From an optimization exercise on the open Yosys and OpenROAD flow, aimed at small area and a short achievable clock period; shortcuts taken in it are not production practice. Where RTL was checked, it was by simulation tests only, not by an equivalence proof against the original. The RTL of runs 2 to 6 was laid out without a check of its function. Power figures rest on the tool's default switching activity, not on a simulated workload.

===== flow/config.mk =====
export PLATFORM = sky130hd
export DESIGN_NAME = top_module
export DESIGN_NICKNAME = top_module
export VERILOG_FILES = /design/flow/design.v
export SDC_FILE = /design/flow/constraint.sdc
export NUM_CORES = 4
export LEC_CHECK = 0
export CAP_MARGIN = 20
export CORE_MARGIN = 2
export CORE_UTILIZATION = 40
export SLEW_MARGIN = 20

===== flow/constraint.sdc =====
create_clock -name core_clock -period 4.5 [get_ports {pclk}]
set_input_delay 0.9000 -clock core_clock [delete_from_list [all_inputs] [get_ports {pclk}]]
set_output_delay 0.9000 -clock core_clock [all_outputs]
set_load 0.01 [all_outputs]

===== flow/design.v =====
`timescale 1ns / 1ps
module APB_slave_interface (
    input pclk, 
    input presetn, 
    input psel, 
    input penable, 
    input pwrite,
    input [31:0] paddr, 
    input [31:0] pwdata, 
    input [31:0] gpio_dat_o, 
    input gpio_inta_o,
    output pready, 
    output sysclk, 
    output sysrst,
    output reg gpio_we, 
    output [31:0] gpio_addr, 
    output reg [31:0] gpio_dat_i, 
    output [31:0] prdata,
    output irq
);
wire access = psel && penable;
assign sysclk = pclk;
assign sysrst = ~presetn;
assign gpio_addr = paddr;
assign irq = gpio_inta_o;
reg [31:0] data_out;
assign prdata = data_out;
always @(*) begin
    gpio_we = 1'b0;
    gpio_dat_i = 32'b0;
    data_out = 32'b0;
    if (pwrite && access) begin
        gpio_dat_i = pwdata;
        gpio_we = 1'b1;
    end
    else if (!pwrite && access) begin
        data_out = gpio_dat_o;
    end
end
assign pready = 1'b1;
endmodule
`timescale 1ns / 1ps
module aux_in (
    input  wire        sys_clk,    
    input  wire        sys_rst,    
    input  wire [31:0] aux_in,     
    output wire [31:0] aux_i       
);
    reg [31:0] aux_reg;
      always @(posedge sys_clk or posedge sys_rst) begin
        if (sys_rst)
            aux_reg <= 32'b0;
        else
            aux_reg <= aux_in;
    end
    assign aux_i = aux_reg;
endmodule
`timescale 1ns / 1ps
module GPIO_register (
    input         sysclk,
    input         sysrst,
    input         gpio_we,
    input  [31:0] gpio_addr,
    input  [31:0] gpio_dat_i,
    input  [31:0] aux_i,
    input  [31:0] in_pad_i,
    input         gpio_eclk,
    output        gpio_inta_o,
    output reg [31:0] gpio_dat_o,
    output [31:0] out_pad_o,
    output [31:0] oen_padoe_o
);
    reg [31:0] rgpio_in;
    reg [31:0] rgpio_out;
    reg [31:0] rgpio_oe;
    reg [31:0] rgpio_inte;
    reg [31:0] rgpio_ptrig;
    reg [31:0] rgpio_aux;
    reg [31:0] rgpio_ints;
    reg [31:0] rgpio_eclk;
    reg [31:0] rgpio_nec;
    reg [1:0]  rgpio_ctrl;
    reg [31:0] data_reg;
    always @(posedge sysclk or posedge sysrst) begin
        if (sysrst)
            rgpio_in <= 32'b0;
        else
            rgpio_in <= in_pad_i;
    end
    assign out_pad_o    = (rgpio_aux & aux_i) | (~rgpio_aux & rgpio_out);
    assign oen_padoe_o  = rgpio_oe;
    always @(posedge sysclk or posedge sysrst) begin
        if (sysrst)
            rgpio_out <= 32'b0;
        else if ((gpio_addr == 32'h04) && gpio_we)
            rgpio_out <= gpio_dat_i;
    end
    always @(posedge sysclk or posedge sysrst) begin
        if (sysrst)
            rgpio_oe <= 32'b0;
        else if ((gpio_addr == 32'h08) && gpio_we)
            rgpio_oe <= gpio_dat_i;
    end
    always @(posedge sysclk or posedge sysrst) begin
        if (sysrst)
            rgpio_inte <= 32'b0;
        else if ((gpio_addr == 32'h0C) && gpio_we)
            rgpio_inte <= gpio_dat_i;
    end
    always @(posedge sysclk or posedge sysrst) begin
        if (sysrst)
            rgpio_ptrig <= 32'b0;
        else if ((gpio_addr == 32'h10) && gpio_we)
            rgpio_ptrig <= gpio_dat_i;
    end
    always @(posedge sysclk or posedge sysrst) begin
        if (sysrst)
            rgpio_aux <= 32'b0;
        else if ((gpio_addr == 32'h14) && gpio_we)
            rgpio_aux <= gpio_dat_i;
    end
    always @(posedge sysclk or posedge sysrst) begin
        if (sysrst)
            rgpio_eclk <= 32'b0;
        else if ((gpio_addr == 32'h20) && gpio_we)
            rgpio_eclk <= gpio_dat_i;
    end
    always @(posedge sysclk or posedge sysrst) begin
        if (sysrst)
            rgpio_nec <= 32'b0;
        else if ((gpio_addr == 32'h24) && gpio_we)
            rgpio_nec <= gpio_dat_i;
    end
    always @(posedge sysclk or posedge sysrst) begin
        if (sysrst)
            rgpio_ctrl <= 2'b00;
        else if ((gpio_addr == 32'h18) && gpio_we)
            rgpio_ctrl <= gpio_dat_i[1:0];
        else if (rgpio_ctrl[1'b0])
            rgpio_ctrl[1'b1] <= rgpio_ctrl[1'b1] | gpio_inta_o;
    end
    always @(posedge sysclk or posedge sysrst) begin
        if (sysrst)
            rgpio_ints <= 32'b0;
        else
            rgpio_ints <= rgpio_inte & (rgpio_in ^ rgpio_ptrig);
    end
    assign gpio_inta_o = |(rgpio_ints);
    always @(*) begin
        case (gpio_addr)
            32'h00:     gpio_dat_o = rgpio_in;
            32'h04:    gpio_dat_o = rgpio_out;
            32'h08:     gpio_dat_o = rgpio_oe;
            32'h0C:   gpio_dat_o = rgpio_inte;
            32'h10:  gpio_dat_o = rgpio_ptrig;
            32'h14:    gpio_dat_o = rgpio_aux;
            32'h18:   gpio_dat_o = {30'b0, rgpio_ctrl};
            32'h1C:   gpio_dat_o = rgpio_ints;
            32'h20:   gpio_dat_o = rgpio_eclk;
            32'h24:    gpio_dat_o = rgpio_nec;
            default:       gpio_dat_o = 32'h00000000;
        endcase
    end
endmodule
`timescale 1ns / 1ps
module gpio_io (
    input         sys_clk,
    input         sys_rst,
    input  [31:0] gpio_data_out,
    input  [31:0] gpio_oe,
    output [31:0] gpio_data_in,
    input  [31:0] pad_i,
    output [31:0] pad_o,
    output [31:0] pad_oe
);
genvar i;
generate
    for (i = 0; i < 32; i = i + 1) begin : io_buf
        assign pad_o[i]        = gpio_data_out[i];
        assign pad_oe[i]       = gpio_oe[i];
        assign gpio_data_in[i] = gpio_oe[i] ? gpio_data_out[i] : pad_i[i];
    end
endgenerate
endmodule
`timescale 1ns / 1ps
module top_module (
    input         pclk,
    input         presetn,
    input         psel,
    input         penable,
    input         pwrite,
    input  [31:0] paddr,
    input  [31:0] pwdata,
    output [31:0] prdata,
    output        pready,
    output        irq,
    input  [31:0] aux_in,
    input  [31:0] pad_in,
    output [31:0] pad_out,
    output [31:0] pad_oe
);
    wire         sysclk;
    wire         sysrst;
    wire         gpio_we;
    wire [31:0]  gpio_addr;
    wire [31:0]  gpio_dat_i;
    wire [31:0]  gpio_dat_o;
    wire [31:0]  aux_i;
    wire [31:0]  in_pad_i;
    wire [31:0]  out_pad_o;
    wire [31:0]  oen_padoe_o;
    wire         gpio_inta_o;
    APB_slave_interface u_apb_slave (
        .pclk        (pclk),
        .presetn     (presetn),
        .psel        (psel),
        .penable     (penable),
        .pwrite      (pwrite),
        .paddr       (paddr),
        .pwdata      (pwdata),
        .gpio_dat_o  (gpio_dat_o),
        .gpio_inta_o (gpio_inta_o),
        .pready      (pready),
        .sysclk      (sysclk),
        .sysrst      (sysrst),
        .gpio_we     (gpio_we),
        .gpio_addr   (gpio_addr),
        .gpio_dat_i  (gpio_dat_i),
        .prdata      (prdata),
        .irq         (irq)
    );
    aux_in u_aux (
        .sys_clk (sysclk),
        .sys_rst (sysrst),
        .aux_in  (aux_in),
        .aux_i   (aux_i)
    );
    GPIO_register u_gpio_reg (
        .sysclk        (sysclk),
        .sysrst        (sysrst),
        .gpio_we       (gpio_we),
        .gpio_addr     (gpio_addr),
        .gpio_dat_i    (gpio_dat_i),
        .aux_i         (aux_i),
        .in_pad_i      (in_pad_i),
        .gpio_eclk     (1'b0),
        .gpio_inta_o   (gpio_inta_o),
        .gpio_dat_o    (gpio_dat_o),
        .out_pad_o     (out_pad_o),
        .oen_padoe_o   (oen_padoe_o)
    );
    gpio_io u_io (
        .sys_clk        (sysclk),
        .sys_rst        (sysrst),
        .gpio_data_out  (out_pad_o),
        .gpio_oe        (oen_padoe_o),
        .gpio_data_in   (in_pad_i),
        .pad_i          (pad_in),
        .pad_o          (pad_out),
        .pad_oe         (pad_oe)
    );
endmodule

===== flow/run.sh =====
#!/bin/bash
# synth_recipe.tcl (not shown) runs the flow's synth.tcl, then flattens the netlist and writes it again
# the make line also repeats each setting of config.mk as NAME=value (left out here)
make -C /OpenROAD-flow-scripts/flow DESIGN_CONFIG=/design/flow/config.mk WORK_HOME=/design/flow/orfs CLKGATE_MAP_FILE= SYNTH_SCRIPT=/design/flow/synth_recipe.tcl finish

==> results of run 1 <==
-- cells by family after synthesis --
family | synth area share, %
multiplexers | 29.2
flip-flops | 55.0
AO/OA/AOI/OAI | 6.47
AND/OR/NAND/NOR | 4.93
buffers and inverters | 2.44
XOR/XNOR | 1.91
other | 0.0256
-- layout by cell type (no fill, tap or decap), types with 2 or more instances in the layout --
| cell type | count |
|---|---|
| a21oi_1 | 4 |
| a221oi_1 | 2 |
| a22oi_1 | 30 |
| and2_1 | 32 |
| buf_12 | 14 |
| buf_4 | 30 |
| clkbuf_1 | 3 |
| clkbuf_16 | 39 |
| clkbuf_8 | 12 |
| clkdlybuf4s50_1 | 197 |
| clkinv_2 | 9 |
| dfrtp_1 | 322 |
| diode_2 | 3 |
| dlygate4sd2_1 | 2 |
| dlymetal6s2s_1 | 26 |
| inv_1 | 3 |
| mux2_1 | 12 |
| mux2_2 | 273 |
| mux2i_1 | 32 |
| mux4_2 | 33 |
| nand2_1 | 36 |
| nand3_1 | 3 |
| nand3b_1 | 2 |
| nand4_1 | 4 |
| nand4_2 | 2 |
| nand4_4 | 2 |
| nor2_1 | 4 |
| nor3_1 | 6 |
| nor4_1 | 9 |
| nor4_2 | 6 |
| o211ai_1 | 29 |
| o21ai_0 | 36 |
| o32ai_1 | 28 |
| xor2_1 | 32 |
-- metal layers --
metal,global-route usage (%),up-vias
li1,-,4341
met2,35.3,203
met1,30.4,5071
met4,6.28,0
met5,0,-
met3,3.18,46
-- power by group through the flow --
stage | Combinational, mW | Sequential, mW | Clock [mW]
after global routing | 0.421 | 2.94 | 3.23
after CTS | 0.392 | 2.94 | 3.10
after floorplan | 0.121 | 2.99 | 0
after global placement | 0.389 | 2.99 | 0
after detailed placement | 0.388 | 2.99 | 0
final | 0.386 | 2.94 | 3.02
-- worst paths after layout --
kind,slack [ns],start,to,cells past startpoint
hold reg to reg,0.49,u_gpio_reg.rgpio_eclk[1]$_DFFE_PN0P_,u_gpio_reg.rgpio_eclk[1]$_DFFE_PN0P_,2
min in group core_clock,0.49,u_gpio_reg.rgpio_eclk[1]$_DFFE_PN0P_,u_gpio_reg.rgpio_eclk[1]$_DFFE_PN0P_,2
setup / recovery,0.15,paddr[30],prdata[23],9
max in group asynchronous,2.96,presetn,u_gpio_reg.rgpio_aux[7]$_DFFE_PN0P_,2
hold / removal,0.34,presetn,u_gpio_reg.rgpio_oe[26]$_DFFE_PN0P_,1
setup reg to reg,2.32,u_gpio_reg.rgpio_ints[23]$_DFF_PN0_,u_gpio_reg.rgpio_ctrl[1]$_DFFE_PN0P_,5
-- worst max-delay path: stages --
cell and delay, ns:
clkdlybuf4s50_1 0.43, nor4_2 0.32, nand4_1 0.24, nor3_1 0.23, buf_4 0.15, nand4_1 0.19, buf_4 0.22, o32ai_1 0.16
clkdlybuf4s50_1 0.61
-- final cells by class --
type | count | area share [%]
timing repair buffer | 272 | 15.0
clock buffer | 54 | 6.05
clock inverter | 12 | 0.479
tap | 468 | 3.07
inverter | 3 | 0.0591
antenna | 3 | 0.0394
multi-input combinational | 637 | 33.0
sequential | 322 | 42.3
-- timing repair --
item	4_1_cts	5_1_grt
gates resized for setup	7	31
buffers inserted	1	0
endpoints found under the setup margin	25	28
gates cloned	0	0
pin swaps	1	2
-- per-stage QoR --
stage,utilization (%),setup slack [ns]
after floorplan,-,1.17
after detailed placement,48.6,-0.0899
after global routing,52.4,-0.0137
after CTS,52.1,0.00701
final,52.4,0.148
after global placement,48.6,-0.0322
==> qor.csv, run 1 <==
stage;metric;value;unit
grt;largest net degree at the start of global routing;84;
die;Core Area;0.0363;sq mm
placement;Cell Area, Placed;0.0177;sq mm
clock_network;total clock sinks;322;
grt;global-route wire length before repair;63400;microns
drt;post-DR vias/cell;5.46;
power_and_ir_drop;LEAKAGE;9.14;nW
setup_path;startpoint types;input port;
die;die extent in y;195;microns
synthesis;Post-Syn Area;0.0146;sq mm
power_and_ir_drop;Seq pwr share;46.4;%
drt;WL met3;1680;microns
synthesis;syn_area_per_cell;14.2;sq um
drt;# DRC;0;
synthesis;top-count cell post-synth;dfrtp_1;
synthesis;Cell variety after synth;44;
final_layout;area occupied by registers;0.00806;sq mm
setup_path;CP max FO;3;
setup_path;Crit. End Element;output port;
synthesis;Synth area leader;dfrtp_1;
clock_network;CTS H-tree depth;2;
final_layout;Fillers;3099;
power_and_ir_drop;Worst VDD drop;0.204;mV
timing;setup_tns;0;ns
clock_network;worst-skew pair later-pin latency;0.53;ns
synthesis;largest cells by area after synthesis;dfrtp_1 (55%), mux2_2 (21%), mux4_2 (5.1%);
synthesis;synthesized netlist cell count;1029;
drt;wl on met1;18400;microns
clock_network;hold bufs inserted after CTS;0;
synthesis;synth cell count leaders;dfrtp_1 (322), mux2_2 (273), nand2_1 (36), o21ai_0 (36);
clock_network;clock root cell;clkbuf_16;
power_and_ir_drop;Pint;4.94;mW
synthesis;post-synthesis async set-or-reset flop share;100;%
die;# IOs;231;
timing;Worst Skew;0.0136;ns
placement;DP Cell Count;1701;
hold_path;HP Class;input port to async pin;
drt;Starting DRT DRC Count;542;
timing;fmax;230;MHz
clock_network;total CTS buffers;37;
timing;Final Hold Viols;0;
clock_network;maximum root-to-sink buffer count;3;
drt;wire per inst;22.9;microns
power_and_ir_drop;Pwr Total;6.34;mW
timing;fin crit share;96.7;%
timing;Final setup viols;0;
power_and_ir_drop;Clk pwr share;47.6;%
flow_run;max cap viols;0;
drt;DR top layer;met4;
synthesis;Yosys top cell area share;55.0;%
power_and_ir_drop;sw frac;22.1;%
die;row count;70;
grt;initial antenna violation count;2;
placement;port bufs;229;
placement;DP HPWL;27400;microns
synthesis;Primary FF master, synth;dfrtp_1;
drt;Vias;9661;
setup_path;WS Path Type;input port to output port;
grt;vias in the first global route;10378;
drt;Routed WL;40600;microns
synthesis;Post-Syn Nets;1162;
final_layout;fraction of layout cells with a size suffix above 1;33.6;%
synthesis;Post-synth EDFFs;0;
drt;met2 wire len;19700;microns
setup_path;WP data required;3.60;ns
final_layout;design area;0.0191;sq mm
die;die area;0.0381;sq mm
timing;worst slew pin tran;0.752;ns
outcome;status;no timing/DRC/antenna violations;
final_layout;fin nets;1406;
timing;Hold Slack;0.336;ns
timing;max_slew headroom;49.4;%
grt;gr ovfl total;0;
clock_network;clk slew on worst S/H paths;0.06;ns
power_and_ir_drop;NetSw;1.40;mW
drt;Routed Antenna Nets;0;
timing;max-slew violation count;0;
setup_path;Crit path arrival time;3.45;ns
die;width of the chip;195;microns
die;starting density of the core;40.3;%
grt;gr usage total;21.7;%
final_layout;area grow syn2layout;30.1;%
drt;First-pass DRT Iterations;4;
final_layout;multi-input logic area;0.00629;sq mm
synthesis;sequential share of the synthesized area;55.0;%
clock_network;TritonCTS clock tree;done;
final_layout;Layout Cells excl Fill;1771;
synthesis;Yosys reg bits;322;
synthesis;Yosys warnings;3;
power_and_ir_drop;combinational share of power;6.1;%
placement;Routability Congestion;0.798;
power_and_ir_drop;P per Cell Area;333;mW/mm^2
timing;Final Critical Period;4.35;ns
==> run 2: changes to the inputs <==
==> flow/design.v (replaced) <==
module top_module (
    input         pclk,
    input         presetn,
    input         psel,
    input         penable,
    input         pwrite,
    input  [31:0] paddr,
    input  [31:0] pwdata,
    output [31:0] prdata,
    output        pready,
    output        irq,
    input  [31:0] aux_in,
    input  [31:0] pad_in,
    output [31:0] pad_out,
    output [31:0] pad_oe
);
    reg  [31:0] r_in, r_out, r_oe, r_inte, r_ptrig, r_aux, r_eclk, r_nec;
    reg  [1:0]  r_ctrl;
    reg         v_inte, v_eclk, v_nec;
    reg         r_irq;
    reg  [31:0] r_pad_out;
    reg  [31:0] r_prdata;
    wire        aligned = (paddr[31:6] == 26'd0) && (paddr[1:0] == 2'd0);
    wire [3:0]  a = paddr[5:2];
    wire        wr = psel && penable && pwrite;
    reg s_out, s_oe, s_inte, s_ptrig, s_aux, s_ctrl, s_eclk, s_nec;
    always @(posedge pclk) begin
        s_out   <= aligned && (a == 4'd1);
        s_oe    <= aligned && (a == 4'd2);
        s_inte  <= aligned && (a == 4'd3);
        s_ptrig <= aligned && (a == 4'd4);
        s_aux   <= aligned && (a == 4'd5);
        s_ctrl  <= aligned && (a == 4'd6);
        s_eclk  <= aligned && (a == 4'd8);
        s_nec   <= aligned && (a == 4'd9);
    end
    wire we_out   = wr && s_out;
    wire we_oe    = wr && s_oe;
    wire we_inte  = wr && s_inte;
    wire we_ptrig = wr && s_ptrig;
    wire we_aux   = wr && s_aux;
    wire we_ctrl  = wr && s_ctrl;
    wire we_eclk  = wr && s_eclk;
    wire we_nec   = wr && s_nec;
    wire [31:0] out_nx  = we_out ? pwdata : r_out;
    wire [31:0] aux_nx  = we_aux ? pwdata : r_aux;
    wire [31:0] pad_nx  = (aux_nx & aux_in) | (~aux_nx & out_nx);
    wire [31:0] pad_val = (r_oe & r_pad_out) | (~r_oe & pad_in);
    wire [31:0] inte    = r_inte & {32{v_inte}};
    wire [31:0] ints_nx = inte & (r_in ^ r_ptrig);
    wire [1:0]  ctrl_nx = we_ctrl ? pwdata[1:0]
                                  : {r_ctrl[1] | (r_ctrl[0] & r_irq), r_ctrl[0]};
    reg  [31:0] rd_nx;
    always @(*) begin
        rd_nx = 32'd0;
        if (aligned) begin
            case (a)
                4'd0: rd_nx = pad_val;
                4'd1: rd_nx = r_out;
                4'd2: rd_nx = r_oe;
                4'd3: rd_nx = inte;
                4'd4: rd_nx = r_ptrig;
                4'd5: rd_nx = r_aux;
                4'd6: rd_nx = {30'd0, ctrl_nx};
                4'd7: rd_nx = ints_nx;
                4'd8: rd_nx = r_eclk & {32{v_eclk}};
                4'd9: rd_nx = r_nec & {32{v_nec}};
                default: rd_nx = 32'd0;
            endcase
        end
    end
    always @(posedge pclk or negedge presetn) begin
        if (!presetn) begin
            r_out     <= 32'd0;
            r_oe      <= 32'd0;
            r_ptrig   <= 32'd0;
            r_aux     <= 32'd0;
            r_ctrl    <= 2'd0;
            v_inte    <= 1'b0;
            v_eclk    <= 1'b0;
            v_nec     <= 1'b0;
            r_irq     <= 1'b0;
            r_pad_out <= 32'd0;
            r_prdata  <= 32'd0;
        end else begin
            r_out     <= out_nx;
            if (we_oe)    r_oe    <= pwdata;
            if (we_ptrig) r_ptrig <= pwdata;
            r_aux     <= aux_nx;
            r_ctrl    <= ctrl_nx;
            if (we_inte)  v_inte  <= 1'b1;
            if (we_eclk)  v_eclk  <= 1'b1;
            if (we_nec)   v_nec   <= 1'b1;
            r_irq     <= |ints_nx;
            r_pad_out <= pad_nx;
            r_prdata  <= rd_nx;
        end
    end
    always @(posedge pclk) begin
        r_in <= pad_val;
        if (we_inte) r_inte <= pwdata;
        if (we_eclk) r_eclk <= pwdata;
        if (we_nec)  r_nec  <= pwdata;
    end
    assign prdata  = r_prdata;
    assign pready  = 1'b1;
    assign irq     = r_irq;
    assign pad_out = r_pad_out;
    assign pad_oe  = r_oe;
endmodule
==> run 2 against run 1 <==
Net effect:
- still clean
- synthesized cell count up 19%
- die area down 1.2%
- clock skew up 0.0094 ns
- power down 0.61%
- combinational power down 13%
- critical path type is now input port to flop
==> qor.csv, run 2 <==
stage;metric;value;unit;change
outcome;status;no timing/DRC/antenna violations;;
timing;setup_tns;0;ns;unchanged
power_and_ir_drop;Clk pwr share;44.9;%;-2.7 points
synthesis;Synth Area in Simple Gates;8.51;%;+3.6 points
setup_path;R2R cell count;7;;+2
setup_path;crit path launch;paddr[5];;
drt;post-DR vias/cell;5.67;;+3.9%
synthesis;xor/xnor cell area share of the yosys netlist;1.94;%;+0.024 points
clock_network;CTS H-tree depth;2;;unchanged
drt;First-pass DRT Iterations;6;;+2
clock_network;maximum root-to-sink buffer count;3;;unchanged
hold_path;HP Class;input port to async pin;;
setup_path;WS Path Type;input port to flop;;
synthesis;Yosys reg bits;334;;+3.7%
synthesis;post-synthesis async set-or-reset flop share;59.3;%;-41 points
power_and_ir_drop;Seq pwr share;49.8;%;+3.4 points
drt;Routed WL;44200;microns;+8.7%
setup_path;CP max stage cell;clkdlybuf4s50_1;;
final_layout;fraction of layout cells with a size suffix above 1;15.7;%;-18 points
setup_path;Worst Setup EP;r_prdata[28]$_DFF_PN0_;;
synthesis;Cell variety after synth;51;;+16%
final_layout;commonest cells after routing, fill and taps aside;clkdlybuf4s50_1 (228), dfrtp_1 (198), nand2_1 (178);;
timing;RSZ-0062 raised after global routing;no;;
synthesis;synthesized netlist cell count;1221;;+19%
setup_path;r2r startpoint;v_inte$_DFFE_PN0P_;;
setup_path;Crit path arrival time;3.61;ns;+0.16 ns
synthesis;syn_area_per_cell;11.8;sq um;-17%
final_layout;Fillers;3186;;+2.8%
grt;gr usage total;23.0;%;+1.3 points
drt;wire per inst;22.7;microns;-0.94%
clock_network;clk slew on worst S/H paths;0.06;ns;about the same
die;Core Area;0.0356;sq mm;-2.1%
setup_path;CP cell instances;clkdlybuf4s50_1 -> inv_1 -> nand2_1 -> o21ai_0 -> a221oi_1 -> a31oi_1;;
die;# IOs;231;;unchanged
synthesis;Primary FF master, synth;dfrtp_1;;
clock_network;post_cts resized;0;;-7
placement;Cell Area, Placed;0.0174;sq mm;-1.8%
final_layout;area grow syn2layout;27.7;%;
setup_path;Reg-to-Reg End;r_irq$_DFF_PN0_;;
power_and_ir_drop;combinational share of power;5.3;%;-0.8 points
power_and_ir_drop;P per Cell Area;341;mW/mm^2;+2.6%
timing;fmax;309;MHz;+35%
setup_path;startpoint types;input port;;
synthesis;top-count cell post-synth;dfrtp_1;;
clock_network;total CTS buffers;36;;-2.7%
final_layout;Ant. Diodes;0;;-3
drt;Starting DRT DRC Count;890;;+64%
final_layout;fin nets;1587;;+13%
clock_network;hold bufs inserted after CTS;0;;unchanged
synthesis;Yosys top cell area share;34.3;%;-21 points
synthesis;compound-cell area share of the yosys netlist;15.1;%;+8.6 points
placement;Routability Congestion;0.828;;+3.8%
timing;Final Critical Period;3.23;ns;-1.12 ns
clock_network;post-CTS setup buffer count;0;;-1
die;die extent in y;194;microns;-0.61%
power_and_ir_drop;Pint;4.92;mW;-0.48%
grt;global-route wire length before repair;66700;microns;+5.3%
setup_path;Crit. End Element;flop;;
die;row count;69;;-1.4%
final_layout;most common cell after layout, fill and taps aside;clkdlybuf4s50_1;;
drt;Vias;11014;;+14%
setup_path;R2R setup slack;2.38;ns;+0.06 ns
synthesis;sequential share of the synthesized area;59.7;%;+4.7 points
clock_network;worst-skew pair later-pin latency;0.52;ns;about the same
placement;DP HPWL;29600;microns;+8.0%
die;die area;0.0377;sq mm;-1.2%
grt;vias in the first global route;10938;;+5.4%
synthesis;synth cell count leaders;dfrtp_1 (198), nand2_1 (181), mux2_2 (130);;
synthesis;multiplexer area fraction after synthesis;11.2;%;-18 points
timing;Worst Skew;0.0230;ns;+0.00944 ns
clock_network;clock root cell;clkbuf_16;;
setup_path;CP peak stage delay;0.98;ns;+0.37 ns
grt;largest net degree at the start of global routing;101;;+20%
synthesis;largest family of logic cells by synthesized area;compound AO/OA/AOI/OAI gates;;
synthesis;Post-Syn Area;0.0145;sq mm;-1.2%
grt;initial antenna violation count;0;;-2
setup_path;WP data required;4.88;ns;+1.28 ns
die;width of the chip;194;microns;-0.61%
grt;gr ovfl total;0;;unchanged
power_and_ir_drop;sw frac;22.0;%;-0.10 points
final_layout;design area;0.0185;sq mm;-3.1%
synthesis;Post-synth EDFFs;96;;+96
synthesis;largest cells by area after synthesis;dfrtp_1 (34%), edfxtp_1 (20%), mux2_2 (10%);;
placement;port bufs;229;;unchanged
clock_network;TritonCTS clock tree;done;;
timing;max-slew violation count;0;;unchanged
synthesis;Post-Synth Adder-Cell Area;0;%;unchanged
timing;worst slew pin tran;1.06;ns;+0.308 ns
drt;# DRC;0;;unchanged
timing;Final setup viols;0;;unchanged
timing;max_slew headroom;28.8;%;-21 points
power_and_ir_drop;NetSw;1.39;mW;-1.1%
die;starting density of the core;40.7;%;+0.37 points
setup_path;CP max FO;14;;+11
flow_run;max cap viols;0;;unchanged
power_and_ir_drop;LEAKAGE;7.68;nW;-16%
clock_network;total clock sinks;334;;+3.7%
drt;Routed Antenna Nets;0;;unchanged
synthesis;Yosys warnings;1;;-2
synthesis;Post-Syn Nets;1354;;+17%
synthesis;Synth area leader;dfrtp_1;;
timing;Final Hold Viols;0;;unchanged
power_and_ir_drop;Worst VDD drop;0.233;mV;+14%
timing;fin crit share;71.8;%;-25 points
run 2: cell types whose count changed in the layout (fill, tap and decap cells not counted), sizes merged, moves of 29 or more:
| cell | before | now |
|---|---|---|
| o32ai | 29 | 0 |
| edfxtp | 0 | 96 |
| o22ai | 0 | 39 |
| mux2 | 285 | 130 |
| nand2 | 37 | 181 |
| dfxtp | 0 | 40 |
| mux4 | 33 | 0 |
| dfrtp | 322 | 198 |
| clkdlybuf4s50 | 197 | 228 |
| inv | 4 | 53 |
| o22a | 0 | 31 |
| a31oi | 1 | 59 |
run 2: kinds of logic after synthesis:
logic type      count (synthesis)
compound gates                314
xor+xnor                       32
buf+inv                       120
flops                         334
mux                           145
other cells                     1
simple gates                  275
run 2: critical path, delay by kind of cell:
family | cells | cell delay [ns]
AO/OA/AOI/OAI | 3 | 0.73
AND/OR/NAND/NOR | 1 | 0.73
buffers and inverters | 2 | 1.24
run 2: final cells by class:
cell class,count,area [sq um],area share (%)
clock buffer,53,1020,5.50
tap,461,577,3.12
sequential,334,8640,46.8
inverter,50,188,1.02
multi-input combinational,767,5340,28.9
clock inverter,13,97.6,0.529
timing repair buffer,265,2600,14.1
run 2: layer usage:
layer  track usage [%]  part of all wire, %  vias up
met1              32.4                   45     5555
met5                 0                    0        -
met3              3.65                  6.3       40
met4              4.80                  1.5        0
met2              37.7                   47      397
li1                  -                    -     5022
run 2: power by group through the flow:
stage | registers (mW) | clock network (mW) | logic, mW
floorplan | 3.20 | 0 | 0.0910
global placement | 3.20 | 0 | 0.332
finish | 3.14 | 2.83 | 0.334
global route | 3.14 | 3.01 | 0.363
detailed placement | 3.20 | 0 | 0.336
CTS | 3.14 | 2.87 | 0.338
run 2: how the worst min path moves through the flow:
stage | slack [ns] | from | end | depth (start not counted)
after floorplan | 0.43 | v_eclk$_DFFE_PN0P_ | v_eclk$_DFFE_PN0P_ | 1
after global placement | 0.45 | v_eclk$_DFFE_PN0P_ | v_eclk$_DFFE_PN0P_ | 1
after detailed placement | 0.45 | v_nec$_DFFE_PN0P_ | v_nec$_DFFE_PN0P_ | 1
after CTS | 0.47 | v_eclk$_DFFE_PN0P_ | v_eclk$_DFFE_PN0P_ | 1
after global routing | 0.49 | v_eclk$_DFFE_PN0P_ | v_eclk$_DFFE_PN0P_ | 1
final | 0.47 | presetn | r_out[8]$_DFF_PN0_ | 1
run 2: stage by stage:
stage	instances	total power, mW	setup WS, ns	util, %	hold slack, ns
floorplan	1221	3.29	2.01	-	0.430
global placement	1877	3.53	0.897	48.8	0.445
detailed placement	1877	3.54	0.770	48.8	0.451
CTS	1943	6.35	1.31	51.9	0.466
global route	1943	6.51	1.05	51.9	0.487
finish	1943	6.31	1.27	51.9	0.467
==> run 3: changes to the inputs <==
==> flow/flow/run.sh (new file) <==
#!/bin/bash
# Standard layout, with the port buffers made of buf_1 cells instead of the
# resizer's default choice.
set -euo pipefail
export BUFFER_PORTS_ARGS="-buffer_cell sky130_fd_sc_hd__buf_1"
bash standard.sh > standard.log 2>&1
==> flow/standard.sh (new file) <==
#!/bin/bash
# synth_recipe.tcl (not shown) runs the flow's synth.tcl, then flattens the netlist and writes it again
# the make line also repeats each setting of config.mk as NAME=value (left out here)
make -C /OpenROAD-flow-scripts/flow DESIGN_CONFIG=/design/flow/config.mk WORK_HOME=/design/flow/orfs CLKGATE_MAP_FILE= SYNTH_SCRIPT=/design/flow/synth_recipe.tcl "${@:-finish}"
removed: flow/run.sh
==> run 3 against run 2 <==
Net effect:
- first-iteration DRC count grew 2.9%
- final area is 7.6% lower
- global-route usage shrank 0.38 points
- worst setup slack better by 0.32 ns
- still clean
- sequential power is essentially flat
- register-to-register slack worse by 0.13 ns
- worst hold slack worse by 0.17 ns
- critical path depth grew 1
- sequential share of layout area increased by 3.8 points
==> qor.csv, run 3 <==
stage;metric;value;unit;change
timing;Final setup viols;0;;unchanged
power_and_ir_drop;Pint;4.98;mW;+1.3%
setup_path;R2R setup slack;2.25;ns;-0.13 ns
die;die extent in y;194;microns;unchanged
drt;Routed Antenna Nets;0;;unchanged
setup_path;CP delay by family, top;simple AND/OR/NAND/NOR gates;;
clock_network;total CTS buffers;37;;+2.8%
synthesis;Post-Syn Area;0.0145;sq mm;unchanged
timing;RSZ-0062 raised after global routing;no;;
grt;gr usage total;22.6;%;-0.38 points
die;Core Area;0.0356;sq mm;unchanged
power_and_ir_drop;P per Cell Area;372;mW/mm^2;+9.0%
timing;fmax;344;MHz;+11%
grt;global-route wire length before repair;65500;microns;-1.9%
grt;largest net degree at the start of global routing;101;;unchanged
drt;# DRC;0;;unchanged
setup_path;WP data required;4.92;ns;+0.04 ns
final_layout;commonest cells after routing, fill and taps aside;buf_1 (227), dfrtp_1 (198), nand2_1 (178);;
grt;initial antenna violation count;1;;+1
clock_network;clock root cell;clkbuf_16;;
setup_path;Worst Setup EP;r_prdata[17]$_DFF_PN0_;;
grt;gr ovfl total;0;;unchanged
synthesis;post-synthesis async set-or-reset flop share;59.3;%;unchanged
setup_path;CP bufs+invs;2;;unchanged
power_and_ir_drop;NetSw;1.37;mW;-1.5%
outcome;status;no timing/DRC/antenna violations;;
final_layout;design area;0.0171;sq mm;-7.6%
drt;Routed WL;43000;microns;-2.7%
timing;Final Hold Viols;0;;unchanged
timing;max-slew violation count;0;;unchanged
synthesis;Yosys reg bits;334;;unchanged
final_layout;fin nets;1579;;-0.50%
power_and_ir_drop;Clk pwr share;46.5;%;+1.6 points
synthesis;largest cells by area after synthesis;dfrtp_1 (34%), edfxtp_1 (20%), mux2_2 (10%);;
flow_run;max cap viols;0;;unchanged
drt;Starting DRT DRC Count;916;;+2.9%
drt;wire per inst;22.2;microns;-2.4%
synthesis;synth cell count leaders;dfrtp_1 (198), nand2_1 (181), mux2_2 (130);;
setup_path;CP cell instances;buf_1 -> nand2b_1 -> nor2_1 -> buf_4 -> a22oi_1 -> o221a_1 -> a31oi_1;;
clock_network;post_cts resized;0;;unchanged
setup_path;CP max FO;11;;-3
setup_path;WP depth;7;;+1
drt;post-DR vias/cell;5.61;;-0.96%
placement;Routability Congestion;0.801;;-3.3%
power_and_ir_drop;combinational share of power;4.0;%;-1.3 points
synthesis;Post-synth EDFFs;96;;unchanged
setup_path;Reg-to-Reg End;r_irq$_DFF_PN0_;;
die;starting density of the core;40.7;%;unchanged
drt;Vias;10875;;-1.3%
synthesis;Cell variety after synth;51;;unchanged
clock_network;post-CTS setup buffer count;0;;unchanged
placement;DP HPWL;29000;microns;-2.2%
die;# IOs;231;;unchanged
grt;vias in the first global route;10540;;-3.6%
clock_network;clk slew on worst S/H paths;0.06;ns;about the same
drt;First-pass DRT Iterations;5;;-1
setup_path;WS Path Type;input port to flop;;
final_layout;final core utilization;48.0;%;-3.9 points
final_layout;most common cell after layout, fill and taps aside;buf_1;;
timing;fin crit share;64.7;%;-7.2 points
clock_network;hold bufs inserted after CTS;0;;unchanged
power_and_ir_drop;sw frac;21.5;%;-0.48 points
die;width of the chip;194;microns;unchanged
clock_network;TritonCTS clock tree;done;;
synthesis;Post-Syn Nets;1354;;unchanged
clock_network;CTS H-tree depth;2;;unchanged
timing;Worst Skew;0.0163;ns;-0.00674 ns
timing;setup_tns;0;ns;unchanged
setup_path;startpoint types;input port;;
setup_path;Crit path arrival time;3.33;ns;-0.28 ns
setup_path;Crit. End Element;flop;;
power_and_ir_drop;LEAKAGE;7.11;nW;-7.4%
setup_path;R2R cell count;7;;unchanged
timing;worst slew pin tran;1.08;ns;+0.0172 ns
synthesis;Synth area leader;dfrtp_1;;
final_layout;area grow syn2layout;18.0;%;
die;row count;69;;unchanged
placement;Cell Area, Placed;0.0159;sq mm;-8.6%
setup_path;CP peak stage delay;0.81;ns;-0.17 ns
synthesis;Primary FF master, synth;dfrtp_1;;
clock_network;maximum root-to-sink buffer count;3;;unchanged
synthesis;syn_area_per_cell;11.8;sq um;unchanged
setup_path;r2r startpoint;v_inte$_DFFE_PN0P_;;
setup_path;CP max stage cell;nor2_1;;
synthesis;sequential share of the synthesized area;59.7;%;unchanged
synthesis;top-count cell post-synth;dfrtp_1;;
timing;max_slew headroom;28.2;%;-0.62 points
synthesis;Yosys top cell area share;34.3;%;unchanged
power_and_ir_drop;Worst VDD drop;0.305;mV;+31%
final_layout;fraction of layout cells with a size suffix above 1;15.6;%;-0.13 points
timing;Final Critical Period;2.91;ns;-0.322 ns
synthesis;Yosys warnings;1;;unchanged
clock_network;worst-skew pair later-pin latency;0.52;ns;about the same
setup_path;crit path launch;paddr[3];;
placement;port bufs;229;;unchanged
clock_network;total clock sinks;334;;unchanged
hold_path;HP Class;input port to async pin;;
power_and_ir_drop;Seq pwr share;49.5;%;-0.3 points
die;die area;0.0377;sq mm;unchanged
synthesis;synthesized netlist cell count;1221;;unchanged
timing;Hold Slack;0.297;ns;-0.170 ns
-- run 3: cell counts after synthesis --
Identical to the previous run, type by type.
-- run 3: worst reg2reg max path, cell delays in order (launching register included) --
cell and delay, ns:
dfrtp_1 0.47, buf_4 0.26, and2_1 0.19, and2_1 0.15, nor4_1 0.27, nand4_1 0.25, a2111oi_0 0.36, nand2_1 0.15
-- run 3: cell families after synthesis --
family	count (synthesis)	share of synthesized area, %
mux	145	11.2
xor+xnor	32	1.94
flops	334	59.7
simple gates	275	8.51
other cells	1	0.0259
compound gates	314	15.1
buf+inv	120	3.55
-- run 3: routing by layer --
layer,routed length [microns],GRT usage (%)
met1,19200,32.4
met2,20100,35.7
met3,2810,3.62
met4,855,6.29
met5,0,0
-- run 3: power groups by stage --
stage / logic [mW] / registers [mW] / clock network [mW]
after floorplan: 0.0910 / 3.20 / 0
after global placement: 0.256 / 3.20 / 0
after detailed placement: 0.258 / 3.20 / 0
final: 0.257 / 3.14 / 2.95
after global routing: 0.288 / 3.14 / 3.12
after CTS: 0.260 / 3.14 / 3.01
-- run 3: how the worst min path moves through the flow --
stage                     cells past startpoint                endpoint  slack (ns)
after global routing                          1  r_pad_out[1]$_DFF_PN0_        0.32
after CTS                                     1  r_pad_out[1]$_DFF_PN0_        0.30
after detailed placement                      1       v_nec$_DFFE_PN0P_        0.45
after floorplan                               1      v_eclk$_DFFE_PN0P_        0.43
final                                         1  r_pad_out[1]$_DFF_PN0_        0.30
after global placement                        1       v_nec$_DFFE_PN0P_        0.45
-- run 3: layout make-up --
cell class | instances | area, sq um
diodes | 1 | 2.50
clock inverters | 7 | 63.8
flip-flops and latches | 334 | 8640
multi-input cells | 767 | 5340
well taps | 461 | 577
fillers | 3260 | 18500
clock buffers | 61 | 1130
inverters | 50 | 188
repair buffers | 256 | 1120
-- run 3: through the flow --
step,worst slack [ns],instances,power [mW]
finish,1.59,1937,6.35
global route,1.40,1937,6.55
CTS,1.65,1936,6.41
detailed placement,1.11,1868,3.46
global placement,1.13,1867,3.46
floorplan,2.01,1221,3.29
==> run 4: changes to the inputs <==
--- a/flow/config.mk
+++ b/flow/config.mk
@@ -8,4 +8,5 @@
 export CAP_MARGIN = 20
 export CORE_MARGIN = 2
 export CORE_UTILIZATION = 40
+export SETUP_SLACK_MARGIN = 2.6
 export SLEW_MARGIN = 20
==> run 4 against run 3 <==
Net effect:
- worst setup slack better by 0.89 ns
- core utilization up 4.3 points
- final cell count increased by 4.8%
- sequential share of layout area fell by 4.1 points
- final area up 9.0%
- still clean on timing, DRC and antenna
- synthesized cell count stayed put
- via count up 5.6%
- highest routed layer unchanged
- critical path depth shrank 6
- clock skew rose by 0.0025 ns
- non-clock buffer count increased by 87
- sequential cell count stayed put
==> qor.csv, run 4 <==
stage;metric;value;unit;change
outcome;status;no timing/DRC/antenna violations;;
setup_path;startpoint types;flop;;
synthesis;Yosys warnings;1;;unchanged
synthesis;syn_area_per_cell;11.8;sq um;unchanged
setup_path;CP peak stage delay;0.43;ns;-0.38 ns
final_layout;area grow syn2layout;28.6;%;
drt;# DRC;0;;unchanged
die;die extent in y;194;microns;unchanged
timing;fin crit share;44.8;%;-20 points
timing;Final Hold Viols;0;;unchanged
timing;max-slew violation count;0;;unchanged
timing;fmax;496;MHz;+44%
power_and_ir_drop;Seq pwr share;47.3;%;-2.2 points
final_layout;most common cell after layout, fill and taps aside;dfrtp_1;;
die;# IOs;231;;unchanged
synthesis;post-synthesis async set-or-reset flop share;59.3;%;unchanged
drt;Starting DRT DRC Count;964;;+5.2%
synthesis;sequential share of the synthesized area;59.7;%;unchanged
power_and_ir_drop;Clk pwr share;48.0;%;+1.5 points
drt;Routed WL;47200;microns;+9.8%
grt;gr usage total;23.7;%;+1.1 points
clock_network;clock root cell;clkbuf_16;;
power_and_ir_drop;NetSw;1.45;mW;+5.7%
timing;setup_tns;0;ns;unchanged
die;Core Area;0.0356;sq mm;unchanged
placement;port bufs;229;;unchanged
timing;max_slew headroom;41.4;%;+13 points
power_and_ir_drop;LEAKAGE;8.21;nW;+15%
setup_path;CP bufs+invs;1;;-1
drt;wire per inst;23.2;microns;+4.8%
setup_path;WP data required;3.60;ns;-1.32 ns
clock_network;CTS H-tree depth;2;;unchanged
die;row count;69;;unchanged
power_and_ir_drop;P per Cell Area;357;mW/mm^2;-4.0%
final_layout;fraction of layout cells with a size suffix above 1;30.0;%;+14 points
drt;First-pass DRT Iterations;7;;+2
setup_path;R2R setup slack;2.53;ns;+0.28 ns
setup_path;CP max stage cell;dfrtp_1;;
clock_network;clk slew on worst S/H paths;0.06;ns;about the same
timing;Final setup viols;0;;unchanged
synthesis;Synth area leader;dfrtp_1;;
setup_path;WS Path Type;flop to output port;;
grt;largest net degree at the start of global routing;145;;+44%
synthesis;Post-Syn Area;0.0145;sq mm;unchanged
drt;Routed Antenna Nets;0;;unchanged
synthesis;synth cell count leaders;dfrtp_1 (198), nand2_1 (181), mux2_2 (130);;
die;starting density of the core;40.7;%;unchanged
clock_network;TritonCTS clock tree;done;;
setup_path;Crit. End Element;output port;;
setup_path;CP delay by family, top;flip-flops;;
synthesis;Yosys top cell area share;34.3;%;unchanged
timing;RSZ-0062 raised after global routing;yes;;
setup_path;CP cell instances;buf_2;;
hold_path;HP Class;flop to flop;;
synthesis;synthesized netlist cell count;1221;;unchanged
placement;Routability Congestion;0.784;;-2.1%
grt;gr ovfl total;0;;unchanged
synthesis;top-count cell post-synth;dfrtp_1;;
clock_network;hold bufs inserted after CTS;0;;unchanged
synthesis;Post-Syn Nets;1354;;unchanged
synthesis;Yosys reg bits;334;;unchanged
die;width of the chip;194;microns;unchanged
flow_run;max cap viols;0;;unchanged
clock_network;worst-skew pair later-pin latency;0.53;ns;about the same
clock_network;maximum root-to-sink buffer count;3;;unchanged
clock_network;total clock sinks;334;;unchanged
synthesis;Primary FF master, synth;dfrtp_1;;
grt;initial antenna violation count;1;;unchanged
final_layout;Fillers;3132;;-3.9%
power_and_ir_drop;combinational share of power;4.7;%;+0.7 points
synthesis;largest cells by area after synthesis;dfrtp_1 (34%), edfxtp_1 (20%), mux2_2 (10%);;
setup_path;Crit path arrival time;1.12;ns;-2.21 ns
power_and_ir_drop;Worst VDD drop;0.247;mV;-19%
final_layout;commonest cells after routing, fill and taps aside;dfrtp_1 (191), nand2_1 (168), buf_1 (135);;
drt;Vias;11480;;+5.6%
drt;post-DR vias/cell;5.66;;+0.73%
setup_path;CP max FO;2;;-9
grt;global-route wire length before repair;68100;microns;+4.0%
grt;vias in the first global route;11141;;+5.7%
synthesis;Post-synth EDFFs;96;;unchanged
power_and_ir_drop;Pint;5.19;mW;+4.2%
timing;worst slew pin tran;0.879;ns;-0.199 ns
synthesis;Cell variety after synth;51;;unchanged
clock_network;total CTS buffers;38;;+2.7%
power_and_ir_drop;Pwr Total;6.64;mW;+4.6%
power_and_ir_drop;sw frac;21.8;%;+0.23 points
timing;Final Critical Period;2.02;ns;-0.892 ns
final_layout;fin nets;1671;;+5.8%
die;die area;0.0377;sq mm;unchanged
placement;DP HPWL;28700;microns;-1.1%
timing;Worst Skew;0.0188;ns;+0.00252 ns
-- run 4: cell type report --
class	instances	area [sq um]	share of cell area, %
Sequential cell	334	8650	46.5
Timing Repair Buffer	343	2150	11.6
Tap cell	461	577	3.10
Multi-Input combinational cell	771	5720	30.8
Antenna cell	1	2.50	0.0135
Clock buffer	56	1150	6.20
Inverter	50	188	1.01
Clock inverter	14	148	0.794
-- run 4: repair_timing --
| action | CTS | global route |
|---|---|---|
| endpoints found under the setup margin | 200 | 185 |
| gates resized for setup | 87 | 124 |
| gates cloned | 5 | 3 |
| pin swaps | 9 | 10 |
| buffers inserted | 57 | 25 |
-- run 4: worst paths after layout --
path                                          end                from  depth (start not counted)
setup / recovery                              irq     r_irq$_DFF_PN0_                          1
hold / removal                 v_eclk$_DFFE_PN0P_  v_eclk$_DFFE_PN0P_                          1
setup reg to reg                  r_irq$_DFF_PN0_  v_inte$_DFFE_PN0P_                          7
hold reg to reg                v_eclk$_DFFE_PN0P_  v_eclk$_DFFE_PN0P_                          1
max in group asynchronous    r_oe[22]$_DFFE_PN0P_             presetn                          2
min in group asynchronous  r_pad_out[3]$_DFF_PN0_             presetn                          2
-- run 4: metrics by stage --
stage	instances	worst slack (ns)	util (%)	hold slack, ns	instance area [sq um]
2_1_floorplan	1221	2.34	-	0.432	14800
5_1_grt	2029	2.44	52.3	0.483	18600
4_1_cts	2001	2.47	50.6	0.468	18000
3_3_place_gp	1869	1.41	44.8	0.451	15900
3_5_place_dp	1869	1.28	44.8	0.446	15900
6_report	2030	2.48	52.3	0.472	18600
-- run 4: logic make-up after synthesis --
group,count (synthesis),synth area share (%)
and+or+nand+nor,275,8.51
buffers and inverters,120,3.55
xor gates and xnor gates,32,1.94
AOI/OAI and AO/OA,314,15.1
muxes,145,11.2
other,1,0.0259
DFF,334,59.7
-- run 4: power by group through the flow --
stage | clock, mW | combinational (mW) | sequential, mW
2_1_floorplan | 0 | 0.101 | 3.20
3_3_place_gp | 0 | 0.263 | 3.20
3_5_place_dp | 0 | 0.267 | 3.20
4_1_cts | 3.23 | 0.297 | 3.14
5_1_grt | 3.34 | 0.336 | 3.14
6_report | 3.19 | 0.309 | 3.14
-- run 4: worst register-to-register path: cells and delay by family, from the launching register on --
family | cells | cell delay [ns]
and+or+nand+nor | 5 | 0.90
DFF | 1 | 0.44
AOI/OAI and AO/OA | 1 | 0.35
buffers and inverters | 1 | 0.15
-- run 4: routing by layer --
metal | up-vias | share of wire (%) | global-route usage (%)
met1 | 5694 | 43 | 32.7
li1 | 5185 | - | -
met3 | 98 | 7.2 | 4.26
met5 | - | 0 | 0.128
met2 | 503 | 47 | 37.5
met4 | 0 | 3.4 | 8.64
==> run 5: changes to the inputs <==
--- a/flow/config.mk
+++ b/flow/config.mk
@@ -5,6 +5,7 @@
 export SDC_FILE = /design/flow/constraint.sdc
 export NUM_CORES = 4
 export LEC_CHECK = 0
+export ABC_CLOCK_PERIOD_IN_PS = 1800
 export CAP_MARGIN = 20
 export CORE_MARGIN = 2
 export CORE_UTILIZATION = 40
==> run 5 against run 4 <==
Net effect:
- still clean on timing, DRC and antenna
- first-iteration DRC count unchanged
- worst hold slack unchanged
- final cell count unchanged
- synthesized cell count unchanged
- sequential share of layout area unchanged
- critical endpoint unchanged
- largest power group unchanged
==> qor.csv, run 5 <==
stage;metric;value;unit;change
timing;Final Hold Viols;0;;unchanged
timing;fin crit share;44.8;%;unchanged
outcome;status;no timing/DRC/antenna violations;;
die;width of the chip;194;microns;unchanged
die;starting density of the core;40.7;%;unchanged
clock_network;total clock sinks;334;;unchanged
final_layout;area grow syn2layout;28.6;%;unchanged
hold_path;HP Class;flop to flop;;
grt;gr ovfl total;0;;unchanged
synthesis;syn_area_per_cell;11.8;sq um;unchanged
drt;wire per inst;23.2;microns;unchanged
timing;fmax;496;MHz;unchanged
timing;Hold Slack;0.472;ns;unchanged
setup_path;Crit. End Element;output port;;
timing;Worst Skew;0.0188;ns;unchanged
clock_network;maximum root-to-sink buffer count;3;;unchanged
flow_run;max cap viols;0;;unchanged
grt;global-route wire length before repair;68100;microns;unchanged
timing;setup_tns;0;ns;unchanged
synthesis;Cell variety after synth;51;;unchanged
synthesis;post-synthesis async set-or-reset flop share;59.3;%;unchanged
grt;largest net degree at the start of global routing;145;;unchanged
timing;max-slew violation count;0;;unchanged
drt;Vias;11480;;unchanged
die;row count;69;;unchanged
setup_path;CP max stage cell;dfrtp_1;;
synthesis;top-count cell post-synth;dfrtp_1;;
clock_network;clk slew on worst S/H paths;0.06;ns;about the same
synthesis;Post-Syn Area;0.0145;sq mm;unchanged
placement;port bufs;229;;unchanged
synthesis;synthesized netlist cell count;1221;;unchanged
timing;Final setup viols;0;;unchanged
synthesis;xor/xnor cell area share of the yosys netlist;1.94;%;unchanged
grt;gr usage total;23.7;%;unchanged
final_layout;most common cell after layout, fill and taps aside;dfrtp_1;;
drt;DR top layer;met4;;
synthesis;largest family of logic cells by synthesized area;compound AO/OA/AOI/OAI gates;;
final_layout;commonest cells after routing, fill and taps aside;dfrtp_1 (191), nand2_1 (168), buf_1 (135);;
final_layout;design area;0.0186;sq mm;unchanged
drt;Routed WL;47200;microns;unchanged
synthesis;Yosys top cell area share;34.3;%;unchanged
synthesis;synth cell count leaders;dfrtp_1 (198), nand2_1 (181), mux2_2 (130);;
synthesis;Post-Syn Nets;1354;;unchanged
hold_path;Hold Crit Depth;1;;unchanged
placement;Routability Congestion;0.784;;unchanged
synthesis;Yosys warnings;1;;unchanged
drt;Starting DRT DRC Count;964;;unchanged
setup_path;CP peak stage delay;0.43;ns;about the same
final_layout;fraction of layout cells with a size suffix above 1;30.0;%;unchanged
power_and_ir_drop;P per Cell Area;357;mW/mm^2;unchanged
timing;Final Critical Period;2.02;ns;unchanged
drt;met2 wire len;22100;microns;unchanged
setup_path;CP max FO;2;;unchanged
setup_path;CP bufs+invs;1;;unchanged
drt;WL met3;3390;microns;unchanged
placement;Cell Area, Placed;0.0159;sq mm;unchanged
clock_network;clock root cell;clkbuf_16;;
synthesis;multiplexer area fraction after synthesis;11.2;%;unchanged
drt;post-DR vias/cell;5.66;;unchanged
synthesis;Yosys reg bits;334;;unchanged
timing;worst slew pin tran;0.879;ns;unchanged
power_and_ir_drop;LEAKAGE;8.21;nW;unchanged
die;die area;0.0377;sq mm;unchanged
clock_network;CTS H-tree depth;2;;unchanged
placement;DP HPWL;28700;microns;unchanged
hold_path;Min-Delay Startpoint;v_eclk$_DFFE_PN0P_;;
timing;max_slew headroom;41.4;%;unchanged
setup_path;r2r startpoint;v_inte$_DFFE_PN0P_;;
setup_path;R2R setup slack;2.53;ns;about the same
setup_path;CP cell instances;buf_2;;
final_layout;final core utilization;52.3;%;unchanged
setup_path;startpoint types;flop;;
hold_path;WHS Endpoint;v_eclk$_DFFE_PN0P_;;
grt;vias in the first global route;11141;;unchanged
synthesis;Primary FF master, synth;dfrtp_1;;
synthesis;Synth area leader;dfrtp_1;;
die;die extent in y;194;microns;unchanged
power_and_ir_drop;Worst VDD drop;0.247;mV;unchanged
drt;First-pass DRT Iterations;7;;unchanged
synthesis;compound-cell area share of the yosys netlist;15.1;%;unchanged
drt;Routed Antenna Nets;0;;unchanged
die;Core Area;0.0356;sq mm;unchanged
synthesis;sequential share of the synthesized area;59.7;%;unchanged
setup_path;R2R cell count;7;;unchanged
setup_path;CP delay by family, top;flip-flops;;
clock_network;worst-skew pair later-pin latency;0.53;ns;about the same
clock_network;hold bufs inserted after CTS;0;;unchanged
clock_network;TritonCTS clock tree;done;;
timing;RSZ-0062 raised after global routing;yes;;
synthesis;Synth Area in Simple Gates;8.51;%;unchanged
die;# IOs;231;;unchanged
setup_path;Crit path arrival time;1.12;ns;about the same
setup_path;WP data required;3.60;ns;about the same
grt;initial antenna violation count;1;;unchanged
drt;wl on met1;20100;microns;unchanged
drt;# DRC;0;;unchanged
final_layout;fin nets;1671;;unchanged
setup_path;WS Path Type;flop to output port;;
synthesis;Post-Synth Adder-Cell Area;0;%;unchanged
setup_path;Reg-to-Reg End;r_irq$_DFF_PN0_;;
synthesis;Post-synth EDFFs;96;;unchanged
synthesis;largest cells by area after synthesis;dfrtp_1 (34%), edfxtp_1 (20%), mux2_2 (10%);;
clock_network;total CTS buffers;38;;unchanged
-- run 5: cell counts in the layout (fill, tap and decap cells not counted) --
No cell type changed its count.
-- run 5: how the worst max path moves through the flow --
stage                                  start                     end  slack, ns  cells after the start
after floorplan                     paddr[5]  r_prdata[20]$_DFF_PN0_       2.34                      9
after global placement              paddr[4]  r_prdata[12]$_DFF_PN0_       1.41                      7
after detailed placement            paddr[2]   r_prdata[4]$_DFF_PN0_       1.28                      8
after CTS                    r_irq$_DFF_PN0_                     irq       2.47                      1
after global routing      v_inte$_DFFE_PN0P_         r_irq$_DFF_PN0_       2.44                      7
final                        r_irq$_DFF_PN0_                     irq       2.48                      1
-- run 5: metal layers --
metal | global-route usage, % | vias to the layer above
met5 | 0.128 | -
met4 | 8.64 | 0
met3 | 4.26 | 98
met2 | 37.5 | 503
met1 | 32.7 | 5694
li1 | - | 5185
-- run 5: cell type report --
| cell class | count | area [sq um] |
|---|---|---|
| inverter | 50 | 188 |
| antenna | 1 | 2.50 |
| sequential | 334 | 8650 |
| timing repair buffer | 343 | 2150 |
| tap | 461 | 577 |
| clock buffer | 56 | 1150 |
| fill | 3132 | 17000 |
| clock inverter | 14 | 148 |
| multi-input combinational | 771 | 5720 |
-- run 5: metrics by stage --
step / cells / power, mW / setup WS (ns)
2_1_floorplan: 1221 / 3.30 / 2.34
3_3_place_gp: 1869 / 3.46 / 1.41
3_5_place_dp: 1869 / 3.47 / 1.28
4_1_cts: 2001 / 6.67 / 2.47
5_1_grt: 2029 / 6.82 / 2.44
6_report: 2030 / 6.64 / 2.48
-- run 5: repair_timing --
item                                    CTS  global route
resized for setup                        87           124
endpoints found under the setup margin  200           185
gates cloned                              5             3
pin swaps                                 9            10
setup buffers                            57            25
-- run 5: cells by family after synthesis --
kind of cell	count (synthesis)
flops	334
other cells	1
mux	145
simple gates	275
xor+xnor	32
buf+inv	120
compound gates	314
-- run 5: where the power goes --
| group | switching (mW) | internal [mW] | total, mW |
|---|---|---|---|
| registers | 0.00871 | 3.13 | 3.14 |
| logic | 0.202 | 0.107 | 0.309 |
| clock network | 1.23 | 1.95 | 3.19 |
==> run 6: changes to the inputs <==
==> flow/config.mk (replaced) <==
export PLATFORM = sky130hd
export DESIGN_NAME = top_module
export DESIGN_NICKNAME = top_module
export VERILOG_FILES = /design/flow/design.v
export SDC_FILE = /design/flow/constraint.sdc
export NUM_CORES = 4
export LEC_CHECK = 0
export CAP_MARGIN = 20
export CORE_MARGIN = 2
export CORE_UTILIZATION = 40
export CTS_CLUSTER_DIAMETER = 100
export CTS_CLUSTER_SIZE = 30
export SETUP_SLACK_MARGIN = 2.5
export SLEW_MARGIN = 20
==> run 6 against run 5 <==
Net effect:
- global-route usage is 0.64 points lower
- clock power decreased by 49%
- combinational power fell by 7.1%
- worst hold slack better by 0.027 ns
- final cell count is 4.1% lower
- critical path depth unchanged
- wire length decreased by 4.8%
- sequential cell count did not move
- via count decreased by 3.9%
- sequential power hardly changed
- area after synthesis unchanged
==> qor.csv, run 6 <==
stage;metric;value;unit;change
outcome;status;no timing/DRC/antenna violations;;
drt;Routed WL;44900;microns;-4.8%
grt;initial antenna violation count;1;;unchanged
clock_network;total CTS buffers;15;;-61%
final_layout;most common cell after layout, fill and taps aside;buf_1;;
setup_path;CP cell instances;buf_2;;
final_layout;area grow syn2layout;18.1;%;
timing;max_slew headroom;38.6;%;-2.8 points
timing;Final Hold Viols;0;;unchanged
drt;First-pass DRT Iterations;8;;+1
timing;Worst Setup Slack, final;2.48;ns;+0.000780 ns
setup_path;CP peak stage delay;0.44;ns;about the same
timing;RSZ-0062 raised after global routing;yes;;
drt;wire per inst;23.1;microns;-0.71%
setup_path;CP delay by family, top;flip-flops;;
final_layout;multi-input logic area;0.00555;sq mm;-3.1%
synthesis;largest cells by area after synthesis;dfrtp_1 (34%), edfxtp_1 (20%), mux2_2 (10%);;
clock_network;maximum root-to-sink buffer count;3;;unchanged
synthesis;synthesized netlist cell count;1221;;unchanged
hold_path;Hold Crit Depth;1;;unchanged
timing;worst slew pin tran;0.921;ns;+0.0425 ns
synthesis;Yosys warnings;1;;unchanged
synthesis;Post-Syn Nets;1354;;unchanged
die;starting density of the core;40.7;%;unchanged
placement;Routability Congestion;0.794;;+1.3%
setup_path;startpoint types;flop;;
power_and_ir_drop;LEAKAGE;7.25;nW;-12%
die;width of the chip;194;microns;unchanged
final_layout;Fillers;3331;;+6.4%
setup_path;Reg-to-Reg End;r_irq$_DFF_PN0_;;
clock_network;CTS H-tree depth;1;;-1
setup_path;CP max FO;1;;-1
setup_path;Crit. End Element;output port;;
placement;pre-CTS WS;1.41;ns;+0.131 ns
clock_network;clock root cell;clkbuf_16;;
grt;gr ovfl total;0;;unchanged
clock_network;hold bufs inserted after CTS;0;;unchanged
die;row count;69;;unchanged
die;Core Area;0.0356;sq mm;unchanged
final_layout;area occupied by registers;0.00865;sq mm;about the same
synthesis;Primary FF master, synth;dfrtp_1;;
synthesis;Synth area leader;dfrtp_1;;
timing;setup_tns;0;ns;unchanged
die;die extent in y;194;microns;unchanged
hold_path;HP Class;flop to flop;;
grt;global-route wire length before repair;66800;microns;-1.9%
setup_path;R2R cell count;6;;-1
placement;port bufs;229;;unchanged
die;die area;0.0377;sq mm;unchanged
placement;DP HPWL;28500;microns;-0.54%
synthesis;Cell variety after synth;51;;unchanged
synthesis;top-count cell post-synth;dfrtp_1;;
grt;largest net degree at the start of global routing;97;;-33%
setup_path;WP depth;1;;unchanged
synthesis;Yosys top cell area share;34.3;%;unchanged
drt;Starting DRT DRC Count;765;;-21%
final_layout;fin nets;1609;;-3.7%
synthesis;syn_area_per_cell;11.8;sq um;unchanged
drt;Routed Antenna Nets;0;;unchanged
timing;fmax;496;MHz;about the same
timing;Final setup viols;0;;unchanged
final_layout;Layout Cells excl Fill;1946;;-4.1%
timing;Worst Skew;0.0340;ns;+0.0152 ns
drt;Vias;11027;;-3.9%
setup_path;CP max stage cell;dfrtp_1;;
power_and_ir_drop;P per Cell Area;297;mW/mm^2;-17%
synthesis;Post-Syn Area;0.0145;sq mm;unchanged
clock_network;TritonCTS clock tree;done;;
synthesis;synth cell count leaders;dfrtp_1 (198), nand2_1 (181), mux2_2 (130);;
setup_path;Crit path arrival time;1.12;ns;about the same
synthesis;sequential share of the synthesized area;59.7;%;unchanged
die;# IOs;231;;unchanged
setup_path;R2R setup slack;2.56;ns;+0.03 ns
clock_network;clk slew on worst S/H paths;0.11;ns;+0.05 ns
final_layout;commonest cells after routing, fill and taps aside;buf_1 (201), dfrtp_1 (190), nand2_1 (170);;
setup_path;crit path launch;r_prdata[24]$_DFF_PN0_;;
flow_run;max cap viols;0;;unchanged
timing;fin crit share;44.8;%;about the same
synthesis;Yosys reg bits;334;;unchanged
setup_path;CP bufs+invs;1;;unchanged
timing;Final Critical Period;2.02;ns;-0.000780 ns
drt;post-DR vias/cell;5.67;;+0.20%
clock_network;total clock sinks;334;;unchanged
clock_network;worst-skew pair later-pin latency;0.52;ns;about the same
synthesis;Post-synth EDFFs;96;;unchanged
power_and_ir_drop;Worst VDD drop;0.212;mV;-14%
final_layout;fraction of layout cells with a size suffix above 1;20.9;%;-9.1 points
setup_path;WS Path Type;flop to output port;;
placement;DP Cell Count;1868;;-0.054%
setup_path;WP data required;3.60;ns;about the same
drt;# DRC;0;;unchanged
timing;max-slew violation count;0;;unchanged
synthesis;post-synthesis async set-or-reset flop share;59.3;%;unchanged
setup_path;r2r startpoint;v_inte$_DFFE_PN0P_;;
grt;vias in the first global route;10619;;-4.7%
setup_path;Worst Setup EP;prdata[24];;
grt;gr usage total;23.1;%;-0.64 points
## run 6: how the worst min path moves through the flow
stage	from	endpoint	slack, ns
3_3_place_gp	v_eclk$_DFFE_PN0P_	v_eclk$_DFFE_PN0P_	0.45
3_5_place_dp	v_eclk$_DFFE_PN0P_	v_eclk$_DFFE_PN0P_	0.47
6_report	v_nec$_DFFE_PN0P_	v_nec$_DFFE_PN0P_	0.50
5_1_grt	v_nec$_DFFE_PN0P_	v_nec$_DFFE_PN0P_	0.52
4_1_cts	v_nec$_DFFE_PN0P_	v_nec$_DFFE_PN0P_	0.50
2_1_floorplan	v_eclk$_DFFE_PN0P_	v_eclk$_DFFE_PN0P_	0.43
## run 6: kinds of logic (layout without fill, tap and decap cells)
logic type | Yosys count | count (layout) | share of synthesized area [%]
AO/OA/AOI/OAI | 314 | 314 | 15.1
buffers and inverters | 120 | 380 | 3.55
other | 1 | 2 | 0.0259
multiplexers | 145 | 145 | 11.2
XOR/XNOR | 32 | 32 | 1.94
AND/OR/NAND/NOR | 275 | 278 | 8.51
flip-flops | 334 | 334 | 59.7
## run 6: cell type report
class	instances	area share, %
Antenna cell	1	0.0147
Sequential cell	334	50.7
Tap cell	461	3.38
Clock buffer	23	2.37
Inverter	50	1.10
Multi-Input combinational cell	770	32.5
Timing Repair Buffer	305	9.76
Clock inverter	2	0.191
## run 6: timing repair
item,CTS,global route
setup buffers,40,9
gates cloned,1,2
endpoints found under the setup margin,188,121
endpoints found under the hold margin,0,0
pin swaps,2,4
gates resized for setup,53,47
## run 6: report_power, final
part           internal [mW]  total [mW]  switching, mW
Clock                  0.653        1.64          0.986
Combinational         0.0934       0.287          0.193
Sequential              3.13        3.14        0.00798
Total                   3.88        5.06           1.19
## run 6: through the flow
stage          total power, mW  cell area, sq um  hold WS, ns  utilization, %
6_report                  5.06             17100        0.499            48.0
5_1_grt                   5.21             17100        0.517            48.0
4_1_cts                   5.08             16800        0.496            47.3
3_5_place_dp              3.47             15900        0.469            44.8
3_3_place_gp              3.46             15900        0.447            44.7
2_1_floorplan             3.30             14700        0.432               -
## run 6: metal layers
layer | GRT usage (%) | share of wire, % | wire, microns | vias up
li1 | - | - | - | 5028
met1 | 33.3 | 45 | 20000 | 5526
met2 | 37.2 | 47 | 21000 | 421
met3 | 2.61 | 6.2 | 2780 | 52
met4 | 5.70 | 2.5 | 1130 | 0
met5 | 0 | 0 | 0 | -

-- re-timing with driven ports --
Ports are ideal in the flow. The routed layouts listed here were re-timed in OpenROAD.
Step 1 (the two cells are an assumption about what drives the block):
set clk [get_ports {pclk}]
set_driving_cell -lib_cell sky130_fd_sc_hd__clkbuf_16 $clk
set_driving_cell -lib_cell sky130_fd_sc_hd__buf_2 [delete_from_list [all_inputs] $clk]
Step 2, shift: input delay + t, output delay - t, t = (earliest + latest rising clock arrival at the registers) / 2. This alone moves slack from input paths to output paths.
Three values: ideal ports, drivers, drivers and shift; two values: the first two.
| run | shift t [ns] | setup WS [ns] | worst setup path after step 2 | clock arrival spread, ns | worst data-port slew with drivers (ns) |
|---|---|---|---|---|---|
| run 1 | 0.577 | 0.148 / 0.119 / 0.119 | input to output | 0.018 / 0.017 | 0.09 |
| run 2 | 0.565 | 1.268 / 1.299 / 0.734 | input to register | 0.024 / 0.023 | 0.07 |
| run 3 | 0.565 | 1.590 / 1.578 / 1.013 | input to register | 0.016 / 0.016 | 0.06 |
| run 4 | 0.573 | 2.483 / 2.426 / 2.077 | input to register | 0.021 / 0.021 | 0.07 |
| run 5 | 0.573 | 2.483 / 2.426 / 2.077 | input to register | 0.021 / 0.021 | 0.07 |
| run 6 | 0.555 | 2.483 / 2.433 / 1.980 | input to register | 0.035 / 0.035 | 0.09 |
After both steps every run listed still meets setup and hold. The setup slack of run 3, which loses most, moves by -0.012 ns with the drivers and by -0.577 ns with both steps.
